Context: an optimization exercise on an open-source flow, tuned for small area, a short achievable clock period and few clock cycles. The choices shown serve that exercise and are no tape-out recipe.
In this exercise RTL edits were held to simulation tests only and were not proved equivalent to the original.
No activity file was given, so power comes from the tool's default toggle rates.

## axi4_lite_system_top
module axi4_lite_system_top #(
    parameter ADDR_WIDTH = 32,
    parameter DATA_WIDTH = 32,
    parameter STRB_WIDTH = DATA_WIDTH/8
)(
    input wire clk,
    input wire reset_n,
    input wire                    write_req,
    input wire [ADDR_WIDTH-1:0]   write_addr,
    input wire [DATA_WIDTH-1:0]   write_data,
    input wire [STRB_WIDTH-1:0]   write_strb,
    output reg                    write_done,
    output reg [1:0]              write_resp,
    input wire                    read_req,
    input wire [ADDR_WIDTH-1:0]   read_addr,
    output reg [DATA_WIDTH-1:0]   read_data,
    output reg                    read_done,
    output reg [1:0]              read_resp
);
    localparam RESP_OKAY   = 2'b00;
    localparam RESP_SLVERR = 2'b10;
    wire wr_valid, rd_valid;
    mem_in_range u_wr_range (.a(write_addr[31:10]), .y(wr_valid));
    mem_in_range u_rd_range (.a(read_addr[31:10]),  .y(rd_valid));
    wire [3:0]  wstrb = write_strb & {4{write_req & reset_n}};
    wire [15:0] whi, wlo_n;
    wire [63:0] whb_n;
  ...
export LEC_CHECK = 0
export CAP_MARGIN = 40
export CORE_MARGIN = 2
export CORE_UTILIZATION = 65
export CTS_CLUSTER_DIAMETER = 100
export CTS_CLUSTER_SIZE = 30
export SETUP_SLACK_MARGIN = 4.0
export SLEW_MARGIN = 60
export SYNTH_HIERARCHICAL = 1
create_clock -name core_clock -period 7.0 [get_ports {clk}]
standard.sh (not shown) runs the stock make flow with config.mk's settings and CLKGATE_MAP_FILE= SYNTH_SCRIPT=/design/flow/synth_recipe.tcl, a recipe that flattens the netlist after the stock synthesis.
==> flow/flow/run.sh <==
#!/bin/bash
# Layout flow: the standard ORFS flow (standard.sh) in two calls.
#  1. synthesis and floorplan with no setup margin, so the floorplan step
#     does not upsize gates before placement (it has no wire loads yet);
#  2. the rest of the flow with the settings of config.mk, and port buffers
#     of type buf_4.
# Each call's output goes to its own log here; ORFS keeps per-step logs
# under orfs/logs.
set -euo pipefail
bash standard.sh SETUP_SLACK_MARGIN=0 floorplan > flow_floorplan.log 2>&1
bash standard.sh "BUFFER_PORTS_ARGS=-buffer_cell sky130_fd_sc_hd__buf_4" finish > flow_finish.log 2>&1
Testbench counts at the start, summed over its fixed seeds: cycles 4,800.
Change:
==> flow/run.sh (new file) <==
#!/bin/bash
# synth_recipe.tcl (not shown) runs the flow's synth.tcl, then flattens the netlist and writes it again
# the make line also repeats each setting of config.mk as NAME=value (left out here)
make -C /OpenROAD-flow-scripts/flow DESIGN_CONFIG=/design/flow/config.mk WORK_HOME=/design/flow/orfs CLKGATE_MAP_FILE= SYNTH_SCRIPT=/design/flow/synth_recipe.tcl finish
removed: flow/flow/run.sh
removed: flow/standard.sh
Design area rose by 0.89%.
Wire length rose by 0.62%.
Worst hold slack is better by 450 ps.
Setup slack loses 120 ps.
Combinational power hardly moves.
Total power is about the same.
Clock power barely changes.
Non-clock buffer count rose by 203.
First-iteration DRC count came out lower by 1.3%.

* * *

Setup of old:
Another version of the RTL of axi4_lite_system_top (not shown whole).
For scale: ~17000 cells after synthesis, roughly 8200 flip-flops, ~140 I/O pins, roughly 300000 um^2 of cells after synthesis.
export LEC_CHECK = 0
export CAP_MARGIN = 40
export CORE_MARGIN = 2
export CORE_UTILIZATION = 55
export CTS_CLUSTER_DIAMETER = 100
export CTS_CLUSTER_SIZE = 30
export SETUP_SLACK_MARGIN = 4.0
export SLEW_MARGIN = 60
export SYNTH_HIERARCHICAL = 1
create_clock -name core_clock -period 7.0 [get_ports {clk}]
run.sh (not shown) runs the stock make flow with config.mk's settings and CLKGATE_MAP_FILE= SYNTH_SCRIPT=/design/flow/synth_recipe.tcl, a recipe that flattens the netlist after the stock synthesis.
Stock flow here: none of the scripts above is used.
In summary, old completed successfully, with a layout that passed the timing, DRC and antenna checks.
Testbench counts of old, summed over its fixed seeds: cycles 4,800.
The following lists how new was set up differently from old:
# old
export LEC_CHECK = 0
export CAP_MARGIN = 40
export CORE_MARGIN = 2
export CORE_UTILIZATION = 55
export CTS_CLUSTER_DIAMETER = 100
export CTS_CLUSTER_SIZE = 30
export SETUP_SLACK_MARGIN = 4.0
export SLEW_MARGIN = 60
export SYNTH_HIERARCHICAL = 1
create_clock -name core_clock -period 7.0 [get_ports {clk}]
# new
export LEC_CHECK = 0
export CAP_MARGIN = 40
export CORE_MARGIN = 2
export CORE_UTILIZATION = 65
export CTS_CLUSTER_DIAMETER = 100
export CTS_CLUSTER_SIZE = 30
export SETUP_SLACK_MARGIN = 4.0
export SLEW_MARGIN = 60
export SYNTH_HIERARCHICAL = 1
create_clock -name core_clock -period 7.0 [get_ports {clk}]
### Flow results
When the final numbers for new and old were put side by side, the die area turned out to be smaller in new. Part of the total power dissipated in the clock network ends up lower on new. new: no failed stages, no open violations at the end. Compared with old, in new initial core utilization went up 10 points; total wire length went down 6900 um; internal power held. Compared with old, power density relative to cell area in new decreased slightly.

-- port drivers added, routing unchanged --
In the flow no input, the clock included, has a driving cell. The finished layouts below were timed again as built, in two steps. Step 1: set_driving_cell puts a clkbuf_16 on clk and a buf_2 on each other input, an assumption about the parent block. Step 2 moves the port delays by t, midway between the first and last clock arrival at a register: inputs arrive t later, outputs are due t later. That takes back most of the time a late clock gives input paths. Slacks: ideal ports / drivers / drivers and shift; pairs: ideal ports / drivers.
run | t, ns | setup WS [ns] | worst hold slack (ns)
the first run of note 1 | 1.131 | 3.760 / 3.716 / 2.586 | 0.162 / 0.061 / 0.822
the second run of note 1 | 1.144 | 3.645 / 3.575 / 2.431 | 0.610 / 0.501 / 0.783
old | 1.131 | 3.794 / 3.522 / 2.390 | 0.576 / 0.470 / 0.806
new | 1.135 | 3.827 / 3.699 / 2.564 | 0.586 / 0.484 / 0.817
After both steps every run listed still meets setup and hold. For old, which loses most, drivers alone change the setup slack by -0.272 ns; drivers and shift together by -1.404 ns.
